Context: an optimization exercise on an open-source flow, tuned for small area. The choices shown serve that exercise and are no tape-out recipe.
Only the layout flow was run in this run; the RTL was not checked for function there.
No driver is modelled on the clock port, so clock power and skew are understated where the tree is cut down; a real chip needs a root buffer or a tree.
Power and IR drop assume default switching activity.

==> design/flow/design.v <==
module EECS3216_Project(input MAX10_CLK1_50, input rst, input KEY1, output reg [9:0] LEDR,
								output reg [6:0] HEX0, HEX1, HEX2, HEX3,
								output reg	rdyLight, speedOneLight, speedTwoLight, speedThreeLight);
localparam [2:0] S_RDY = 3'd0, S_ONE = 3'd1, S_TWO = 3'd2, S_THREE = 3'd3, S_WIN = 3'd4;
reg [2:0] st;
reg [7:0] counter;      
reg [3:0] lp;
localparam [3:0] Z9 = 4'd15;
reg [2:0] gs;           
reg toggle, blink;
reg m;
reg led4, led5;
wire over = st[2];
wire is_rdy = (st[1:0] == 2'd0);
wire press = !KEY1 && toggle;
wire hit = lp[2] & !lp[1] & !lp[0];        
wire good = press && hit;
wire lp_hi = lp[3];                        
wire at0 = !lp[3] & !lp[2] & !lp[1] & !lp[0];
wire at1 = !lp[3] & !lp[2] & !lp[1] & lp[0];
wire at2 = !lp[2] & lp[1] & !lp[0];
wire at3 = !lp[2] & lp[1] & lp[0];
wire at5 = lp[2] & !lp[1] & lp[0];
wire at6 = lp[2] & lp[1] & !lp[0];
wire at7 = !lp[3] & lp[2] & lp[1] & lp[0];
wire at8 = lp[3] & !lp[0];
wire at9 = lp[3] & !lp[1] & lp[0];
wire [3:0] lp_dn = lp[3] ? {lp[0], !lp[0], !lp[0], !lp[0]}
                         : {at0, lp[2] & (lp[1] | lp[0]), (lp[1] & lp[0]) | hit, !lp[0]};
wire [3:0] lp_up = lp[3] ? {1'b1, !lp[0], !lp[0], 1'b1}
                         : {lp[2] & lp[1] & lp[0], lp[2] ^ (lp[1] & lp[0]), lp[1] ^ lp[0], !lp[0]};
wire [7:0] c = counter;
reg tick;
always @* begin
	case (st[1:0])
		2'd1: tick = c[7] & c[6] & c[2] & c[1];
		2'd3: tick = c[6] | (c[5] & c[4]);
		default: tick = c[7] | (c[6] & c[5] & (c[4] | c[3] | c[2] | c[1]));
	endcase
end
wire blink_v = blink | good;
wire blink_tick = tick && !over && is_rdy && blink_v;
wire sweep_tick = tick && !over && !(is_rdy && blink_v);
wire gs_zero = gs == 3'd0;
reg [2:0] nst;
always @* begin
	nst = st;
	case (st)
		S_RDY: if (!blink && (gs[1] | gs[0])) nst = {1'b0, gs[1:0]};
		S_ONE: if (gs_zero) nst = {1'b1, st[1:0]}; else if (gs[1]) nst = S_RDY;
		S_TWO: if (gs_zero) nst = {1'b1, st[1:0]}; else if (gs[0]) nst = S_RDY;
		S_THREE: if (gs_zero) nst = {1'b1, st[1:0]}; else if (gs[2]) nst = S_WIN;
		default: nst = st;
	endcase
end
always @(posedge MAX10_CLK1_50) begin
	if (rst) begin
		st <= S_RDY;
		counter <= 0;
		lp <= 0;
		gs <= 3'd1;
		toggle <= 1;
		blink <= 1;
		led4 <= 0;
		led5 <= 0;
		m <= 1;
	end else begin
		st <= nst;
		counter <= tick ? 8'd0 : counter + 8'd1;
		if (KEY1) toggle <= 1;
		if (press) begin
			toggle <= 0;
			if (!hit) gs <= 3'd0;
			else gs <= {gs[2] | (gs[1] & gs[0]), gs[1] ^ gs[0], !gs[2] & !gs[0]};    
		end
		m <= nst != st;
		if (blink_tick) begin
			lp <= lp_up;
			led5 <= !lp_hi & !led5;
		end else if (sweep_tick) begin
			if (hit) led4 <= 1;
			if (at3) led4 <= 0;
			if (at5) led5 <= 1;
			if (hit) led5 <= 0;
			lp <= lp_dn;
		end else if (good && !over)
			lp <= 4'd0;
		blink <= blink_v && !(blink_tick && lp_hi);
	end
end
reg [1:0] q;
reg first;
always @* begin
	LEDR[0] = at9;                         
	LEDR[1] = !blink && at0;
	LEDR[2] = !blink && at1;
	LEDR[3] = !blink && at2;
	LEDR[4] = led4;
	LEDR[5] = led5;
	LEDR[6] = !blink && at5;
	LEDR[7] = !blink && at6;
	LEDR[8] = !blink && at7;
	LEDR[9] = !blink && at8;
	first = 0;
	if (over) q = (st[1:0] == 2'd0) ? 2'd3 : st[1:0];
	else if (!m) q = st[1:0];
	else if (st[1:0] != 2'd0) q = 2'd0;            
	else begin                                      
		first = !gs[1];                             
		q = {gs[1] & gs[0], gs[1] & !gs[0]};
	end
	rdyLight = q != 2'd0 && !first;
	speedOneLight = q != 2'd1 && !first;
	speedTwoLight = q != 2'd2 && !first;
	speedThreeLight = q != 2'd3 && !first;
	HEX3 = 7'b1111111; HEX2 = 7'b1111111; HEX1 = 7'b1111111; HEX0 = 7'b1111111;
	if (over && !m) begin
		if (st[1:0] != 2'd0) begin
			HEX3 = 7'b1000111; HEX2 = 7'b1000000; HEX1 = 7'b0010010; HEX0 = 7'b0000110;
		end else begin
			HEX2 = 7'b0010001; HEX1 = 7'b0001000; HEX0 = 7'b0010001;
		end
	end
end
endmodule
==> design/flow/flow/run.sh <==
#!/bin/bash
# Own layout flow: the standard flow, with these changes.
#  1. After the standard synthesis, the combinational logic is re-mapped for area with
#     ABC (flow/resynth.sh, script flow/area.abc, twelve random tries, smallest kept). Every
#     flip-flop instance is kept as the standard synthesis made it (same names, same cells).
#     The re-mapped netlist is proved equivalent to the standard one (flow/eqcheck.sh),
#     else the standard one is used.
#  2. Ports are buffered with sky130_fd_sc_hd__buf_1 instead of the default buffer.
#  3. The clock tree is built without dummy loads, then (flow/post_cts.tcl) replaced by a
#     single clkbuf_16, fed from the clock port, driving every register.
# Each tool's output goes to its own log file in this folder.
set -euo pipefail
export BUFFER_PORTS_ARGS="-buffer_cell sky130_fd_sc_hd__buf_1"
export CTS_ARGS="-sink_clustering_enable -repair_clock_nets -dont_use_dummy_load -buf_list sky130_fd_sc_hd__clkbuf_8"
export POST_CTS_TCL="$PWD/flow/post_cts.tcl"
YOSYS=yosys
if ! command -v yosys >/dev/null 2>&1; then YOSYS="$FLOW_HOME/../tools/install/yosys/bin/yosys"; fi
export YOSYS
R=orfs/results/${FLOW_PLATFORM:-sky130hd}/EECS3216_Project/base
bash standard.sh synth > synth_make.log 2>&1
cp $R/1_2_yosys.v std_synth.v
# twelve tries: seeds 1..8 with "amap -m", seeds 1..4 with "amap"
TRIES="m1 m2 m3 m4 m5 m6 m7 m8 a1 a2 a3 a4"
for wave in "m1 m2 m3 m4" "m5 m6 m7 m8" "a1 a2 a3 a4"; do
  for t in $wave; do
    s=${t:1}
    if [[ ${t:0:1} == m ]]; then m="amap -m"; else m="amap"; fi
    sed -e "s/&deepsyn -T 10/\&deepsyn -T 10 -S $s/" -e "s/amap/$m/" flow/area.abc > area_$t.abc
    ( bash flow/resynth.sh std_synth.v resynth_$t.v "$PWD/area_$t.abc" > resynth_$t.log 2>&1 &&
      bash flow/eqcheck.sh std_synth.v resynth_$t.v > eqcheck_$t.log 2>&1 ) || true &
  done
  wait
done
best=""; best_area=""
for s in $TRIES; do
  if grep -q EQUIV_OK eqcheck_$s.log 2>/dev/null; then
    a=$(grep "Chip area" resynth_$s.log | tail -1 | awk '{print $NF}')
    if [[ -z "$best" ]] || awk "BEGIN{exit !($a < $best_area)}"; then best=$s; best_area=$a; fi
  fi
done
if [[ -n "$best" ]]; then
  cp resynth_$best.v $R/1_2_yosys.v
  echo "using re-mapped netlist from try $best, area $best_area" > netlist_choice.log
else
  echo "using standard netlist" > netlist_choice.log
fi
touch $R/1_2_yosys.v
bash standard.sh > finish_make.log 2>&1
==> design/flow/flow/area.abc <==
strash; &get -n; &deepsyn -T 10; &put; dch -f; amap; topo
==> design/flow/flow/eqcheck.sh <==
#!/bin/bash
# eqcheck.sh A.v B.v : prove two mapped netlists equivalent (flops paired by name)
LIB=/OpenROAD-flow-scripts/flow/platforms/sky130hd/lib/sky130_fd_sc_hd__tt_025C_1v80.lib
T=$(mktemp -d "$PWD/tmp.XXXXXX")
cat > $T/e.ys <<EOT
read_liberty -ignore_miss_func $LIB
read_verilog $1
rename EECS3216_Project gold
read_verilog $2
rename EECS3216_Project gate
flatten
rename -hide w:_*
opt_clean -purge
async2sync
equiv_make gold gate eq
hierarchy -top eq
equiv_simple -seq 1
equiv_induct
equiv_status -assert
EOT
"${YOSYS:-yosys}" -q -s $T/e.ys && echo EQUIV_OK
==> design/flow/flow/post_cts.tcl <==
# After clock tree synthesis: drive every register from a single clkbuf_16 fed straight
# from the clock port, in place of the small tree (a root buffer feeding leaf buffers)
# that clock_tree_synthesis builds for so few registers.
if { ![info exists ::post_cts_buf] } { set ::post_cts_buf sky130_fd_sc_hd__clkbuf_16 }
set port_net [get_nets MAX10_CLK1_50]
set root ""
foreach pin [get_pins -of_objects $port_net] {
  set inst [get_cells -of_objects $pin]
  if { [string match sky130_fd_sc_hd__clkbuf_* [get_property $inst ref_name]] } { set root $inst }
}
proc out_net { inst } {
  return [get_nets -of_objects [get_pins -of_objects $inst -filter "direction == output"]]
}
if { $root != "" } {
  set leaves {}
  set other 0
  foreach load [get_pins -of_objects [out_net $root] -filter "direction == input"] {
    set li [get_cells -of_objects $load]
    if { [string match sky130_fd_sc_hd__clkbuf_* [get_property $li ref_name]] } {
      lappend leaves $li
    } else { set other 1 }
  }
  if { !$other && [llength $leaves] >= 1 } {
    set keep [lindex $leaves 0]
    set keep_net [out_net $keep]
    foreach li [lrange $leaves 1 end] {
      set n [out_net $li]
      foreach sink [get_pins -of_objects $n -filter "direction == input"] {
        disconnect_pin $n $sink
        connect_pin $keep_net $sink
      }
      set in_pin [get_pins -of_objects $li -filter "direction == input"]
      disconnect_pin [out_net $root] $in_pin
      delete_instance $li
      delete_net $n
    }
    # feed the kept buffer from the port and drop the root buffer
    set keep_in [get_pins -of_objects $keep -filter "direction == input"]
    set root_net [out_net $root]
    disconnect_pin $root_net $keep_in
    delete_instance $root
    delete_net $root_net
    connect_pin $port_net $keep_in
    replace_cell $keep $::post_cts_buf
    # move it to the middle of its registers; detailed_placement legalizes it
    set block [ord::get_db_block]
    set dbkeep [$block findInst [get_full_name $keep]]
    set sx 0; set sy 0; set n 0
    foreach it [[$block findNet [get_full_name $keep_net]] getITerms] {
      set ii [$it getInst]
      if { $ii == $dbkeep } { continue }
      set loc [$ii getLocation]
      incr sx [lindex $loc 0]; incr sy [lindex $loc 1]; incr n
    }
    if { $n > 0 } {
      $dbkeep setLocation [expr {$sx / $n}] [expr {$sy / $n}]
      $dbkeep setPlacementStatus PLACED
    }
    puts "post_cts: registers now driven by [get_full_name $keep] ($::post_cts_buf) from the clock port"
  }
}
detailed_placement
check_placement -verbose
==> design/flow/flow/resynth.sh <==
#!/bin/bash
# resynth.sh IN.v OUT.v ABCSCRIPT : re-map the combinational logic of a mapped netlist for area,
# keeping every flip-flop instance (name and cell) as it is.
set -euo pipefail
IN=$1; OUT=$2; SCRIPT=$3
LIB=${LIB:-/OpenROAD-flow-scripts/flow/platforms/sky130hd/lib/sky130_fd_sc_hd__tt_025C_1v80.lib}
DU=""
for c in probe_p_8 probec_p_8 lpflow_bleeder_1 lpflow_clkbufkapwr_1 lpflow_clkbufkapwr_16 lpflow_clkbufkapwr_2 lpflow_clkbufkapwr_4 lpflow_clkbufkapwr_8 lpflow_clkinvkapwr_1 lpflow_clkinvkapwr_16 lpflow_clkinvkapwr_2 lpflow_clkinvkapwr_4 lpflow_clkinvkapwr_8 lpflow_inputiso0n_1 lpflow_inputiso0p_1 lpflow_inputiso1n_1 lpflow_inputiso1p_1 lpflow_isobufsrc_1 lpflow_isobufsrc_16 lpflow_isobufsrc_2 lpflow_isobufsrc_4 lpflow_isobufsrc_8 lpflow_isobufsrckapwr_16; do DU="$DU -dont_use sky130_fd_sc_hd__$c"; done
SEQ=$(grep -o "sky130_fd_sc_hd__[a-z0-9_]*" $IN | sort -u | grep -E "__(s?e?df|dl|sdl)" | tr '\n' ' ')
T=$(mktemp -d "$PWD/tmp.XXXXXX")
cat > $T/r.ys <<EOT
read_liberty -ignore_miss_func $LIB
read_verilog $IN
hierarchy -top EECS3216_Project
setattr -mod -set keep_hierarchy 1 $SEQ
flatten
opt -purge
abc -script $SCRIPT -liberty $LIB $DU
opt_clean -purge
splitnets
opt_clean -purge
hilomap -singleton -hicell sky130_fd_sc_hd__conb_1 HI -locell sky130_fd_sc_hd__conb_1 LO
insbuf -buf sky130_fd_sc_hd__buf_1 A X
opt_clean -purge
select EECS3216_Project
stat -liberty $LIB
write_verilog -selected -noattr -nohex -nodec $OUT
EOT
"${YOSYS:-yosys}" -s $T/r.ys
rm -rf $T
==> design/flow/standard.sh <==
#!/bin/bash
# synth_recipe.tcl (not shown) runs the flow's synth.tcl, then flattens the netlist and writes it again
# the make line also repeats each setting of config.mk as NAME=value (left out here)
make -C /OpenROAD-flow-scripts/flow DESIGN_CONFIG=/design/flow/config.mk WORK_HOME=/design/flow/orfs CLKGATE_MAP_FILE= SYNTH_SCRIPT=/design/flow/synth_recipe.tcl "${@:-finish}"
==> design/flow/config.mk <==
export PLATFORM = sky130hd
export DESIGN_NAME = EECS3216_Project
export DESIGN_NICKNAME = EECS3216_Project
export VERILOG_FILES = /design/flow/design.v
export SDC_FILE = /design/flow/constraint.sdc
export NUM_CORES = 4
export LEC_CHECK = 0
export CAP_MARGIN = 20
export CORE_AREA = 3 3 63 63
export DIE_AREA = 0 0 66 66
export SLEW_MARGIN = 20
==> design/flow/constraint.sdc <==
create_clock -name core_clock -period 10.0 [get_ports {MAX10_CLK1_50}]
set_input_delay 2.0000 -clock core_clock [delete_from_list [all_inputs] [get_ports {MAX10_CLK1_50}]]
set_output_delay 2.0000 -clock core_clock [all_outputs]
set_load 0.01 [all_outputs]
==> results.txt <==
- In this run the worst path has a maximum fanout of 8.
- The worst setup path is launched from a register.
- The average wire per standard cell is about 11 um.
- The boundary pin count is 45.
- Across the run, the number of max-cap violations was 0.
- The nature of the critical path endpoint is an output port.
- In the post-route analysis, the smallest setup slack over all paths is around 6.4 ns.
- The leakage power figure is 0.0004339 uW.
- The number of violations reported at the end of detailed-routing iteration 0 is 54.
- In this run the worst hold path is classified as reg -> reg.
- The global-route wire length before repair is 4574 um.
- The final wirelength is 2701 um.
- The post-synthesis instance area is approximately 1200 sq um.
- The detail route stage leaves a number of antenna-violating nets equal to 0.
- The final critical-path required period is 3.594 ns.
- The initial antenna violation count is 0.
- The die extent in y is 66 um.
- The worst-case clock skew is 0.003724 ns.
- The standard cell core area is about 3400 sq um.
- Once detailed placement completed, the half-perimeter wirelength came to around 2200 um.
- The number of synthesis warnings is 1.
- The post-route setup TNS is 0 ns.
- Setup repair after global routing left no endpoint under its margin.
- After clock tree synthesis, the clock-pin slew on the worst setup and hold paths is 0.09 ns.
- The number of clock sinks is 23.
- In this run the power density over the cells is approximately 100 nW/um^2.
- The maximum achievable frequency is around 280 MHz.
- Across the VDD grid, the largest voltage drop is slightly above 0.04 mV.
- The data arrival time at the worst-slack endpoint is ~1.6 ns.
- For this configuration, the core starts out at a cell density of 0.3647.
- Summing over every cut layer, the via total after detailed routing is 1254.
- The post-synthesis to final-layout area growth is 11.54%.
- The repair_antennas step left the layout with diodes totalling 0.
- The number of global-route vias before repair is 1033.
- Before antenna repair, the detailed router went through 4 iterations.
- In the routed layout, each cell is associated on average with a via count of about 5.0.
- After the flow finishes, the layout carries non-filler instances totaling 252.
- The number of fillers in the final layout is 364.
- The critical path is of the reg -> out type.
- The total routing usage reported by global routing is 0.1286.
- The post-layout net count is approximately 210.
- The final hold slack is roughly 0.44 ns.
- The number of standard-cell rows in the floorplan is 21.
- The count of endpoints failing hold in the final timing report is 0.
- Prior to clock tree synthesis, the placed netlist has a worst setup slack of 6.618 ns.
- Data on the critical path is required at its endpoint by 8.00 ns.
- After global routing the overflow that remains totals 0.
- Of the cells placed in the final design, the portion with a size suffix greater than 1 is 0.004854.
- The instance count after placement with tap cells included is 251.
- The part of the cycle the worst path needs is 0.3594.
- Clock latency on the worst-skew pair, taken at its later pin, is approximately 0.15 ns.
- The count of buffers inserted at the top-level ports is 40.
- From left edge to right edge, the die measures roughly 66 um.
- The overall power consumption is about 140 uW.
- At the end of routability-driven placement, the weighted congestion stood at 0.8659.
- The final setup violation count is 0.
- The number of DRC violations after detailed routing is 0.
- The count of mapped cells out of synthesis is ~190.
- Entering global routing, the biggest net connects 24 pins.
- The flow ran to the end and the layout has no timing, DRC or antenna violations.
- The synthesized area divided by synthesized cell count is 6.541 sq um.
- The area of the die is between 4000 and 5000 sq um.
- The max-slew violation count came to 0.
## layout by cell type (no fill, tap or decap)
cell,n
sky130_fd_sc_hd__o21ai_0,11
sky130_fd_sc_hd__clkbuf_16,1
sky130_fd_sc_hd__o21a_1,4
sky130_fd_sc_hd__nand4_1,1
sky130_fd_sc_hd__nand3_1,8
sky130_fd_sc_hd__nand2_1,17
sky130_fd_sc_hd__a211oi_1,5
sky130_fd_sc_hd__or2_0,3
sky130_fd_sc_hd__dfxtp_1,23
sky130_fd_sc_hd__o221ai_1,1
sky130_fd_sc_hd__nor2_1,35
sky130_fd_sc_hd__o32ai_1,1
sky130_fd_sc_hd__o41a_1,1
sky130_fd_sc_hd__a21oi_1,4
sky130_fd_sc_hd__conb_1,4
sky130_fd_sc_hd__nor3_1,8
sky130_fd_sc_hd__a31oi_1,6
sky130_fd_sc_hd__a222oi_1,1
sky130_fd_sc_hd__nor2b_1,1
sky130_fd_sc_hd__a22oi_1,1
sky130_fd_sc_hd__nor4_1,4
sky130_fd_sc_hd__clkinv_1,22
sky130_fd_sc_hd__o211ai_1,2
sky130_fd_sc_hd__buf_1,40
sky130_fd_sc_hd__or4_1,1
sky130_fd_sc_hd__nor3b_1,1
## through the flow
step                utilization  instance area (sq um)
global placement         0.3994                   1354
detailed placement       0.3994                   1354
finish                   0.4068                   1379
floorplan                     -                   1247
global route             0.4068                   1379
## critical path: stages, from the launching register on
cell	delay (ns)
sky130_fd_sc_hd__dfxtp_1	0.39
sky130_fd_sc_hd__nor2_1	0.31
sky130_fd_sc_hd__clkinv_1	0.27
sky130_fd_sc_hd__nand3_1	0.27
sky130_fd_sc_hd__buf_1	0.18
## cell type report
cell class,instances,area [sq um],area share
repair buffers,40,150.1,0.1089
inverters,22,82.58,0.05989
well taps,46,57.56,0.04174
clock buffers,1,25.02,0.01815
multi-input cells,120,603.1,0.4374
flip-flops and latches,23,460.4,0.3339
## sequential cells by signal, summed over array words and instances (netlist names)
signal / flops
blink: 1
counter: 8
gs: 3
led4: 1
led5: 1
lp: 4
m: 1
st: 3
toggle: 1
## routing by layer
layer  global-route usage  up-vias  part of all wire
li1                     -      654                 -
met1               0.1830      543              0.50
met2               0.2015       53              0.41
met3              0.01701        4             0.076
met4              0.03807        0             0.018
met5                    0        -                 0
## path summary, 6_finish.rpt
path,from,end,slack [ns],depth (start not counted)
hold reg to reg,counter[0],counter[0],0.44,1
setup reg to reg,counter[1],lp[2],7.78,9
setup / recovery,st[0],HEX3[3],6.41,4
hold / removal,counter[0],counter[0],0.44,1
## where the power goes
part           switching [uW]  internal (uW)  total, uW  leakage (uW)
registers                1.12           93.2       94.3      0.000187
clock network            23.5           18.3       41.9     0.0000123
logic                    5.59           2.56       8.14      0.000235

afterwards: timing with drivers on the ports:
Ports are ideal in the flow. The routed layout listed here was re-timed in OpenROAD.
Step 1: set_driving_cell puts a clkbuf_16 on MAX10_CLK1_50 and a buf_2 on each other input, an assumption about the parent block.
Step 2 moves the port delays by t, midway between the first and last clock arrival at a register: inputs arrive t later, outputs are due t later. That takes back most of the time a late clock gives input paths.
Three values: no drivers, after step 1, after step 2; two values: the first two.
t, ns: 0.180
setup WS [ns]: 6.406 / 6.377 / 6.557
worst setup path at the end: register to output
After both steps setup and hold are still met in this run. For this run, drivers alone change the setup slack by -0.029 ns; drivers and shift together by +0.151 ns.
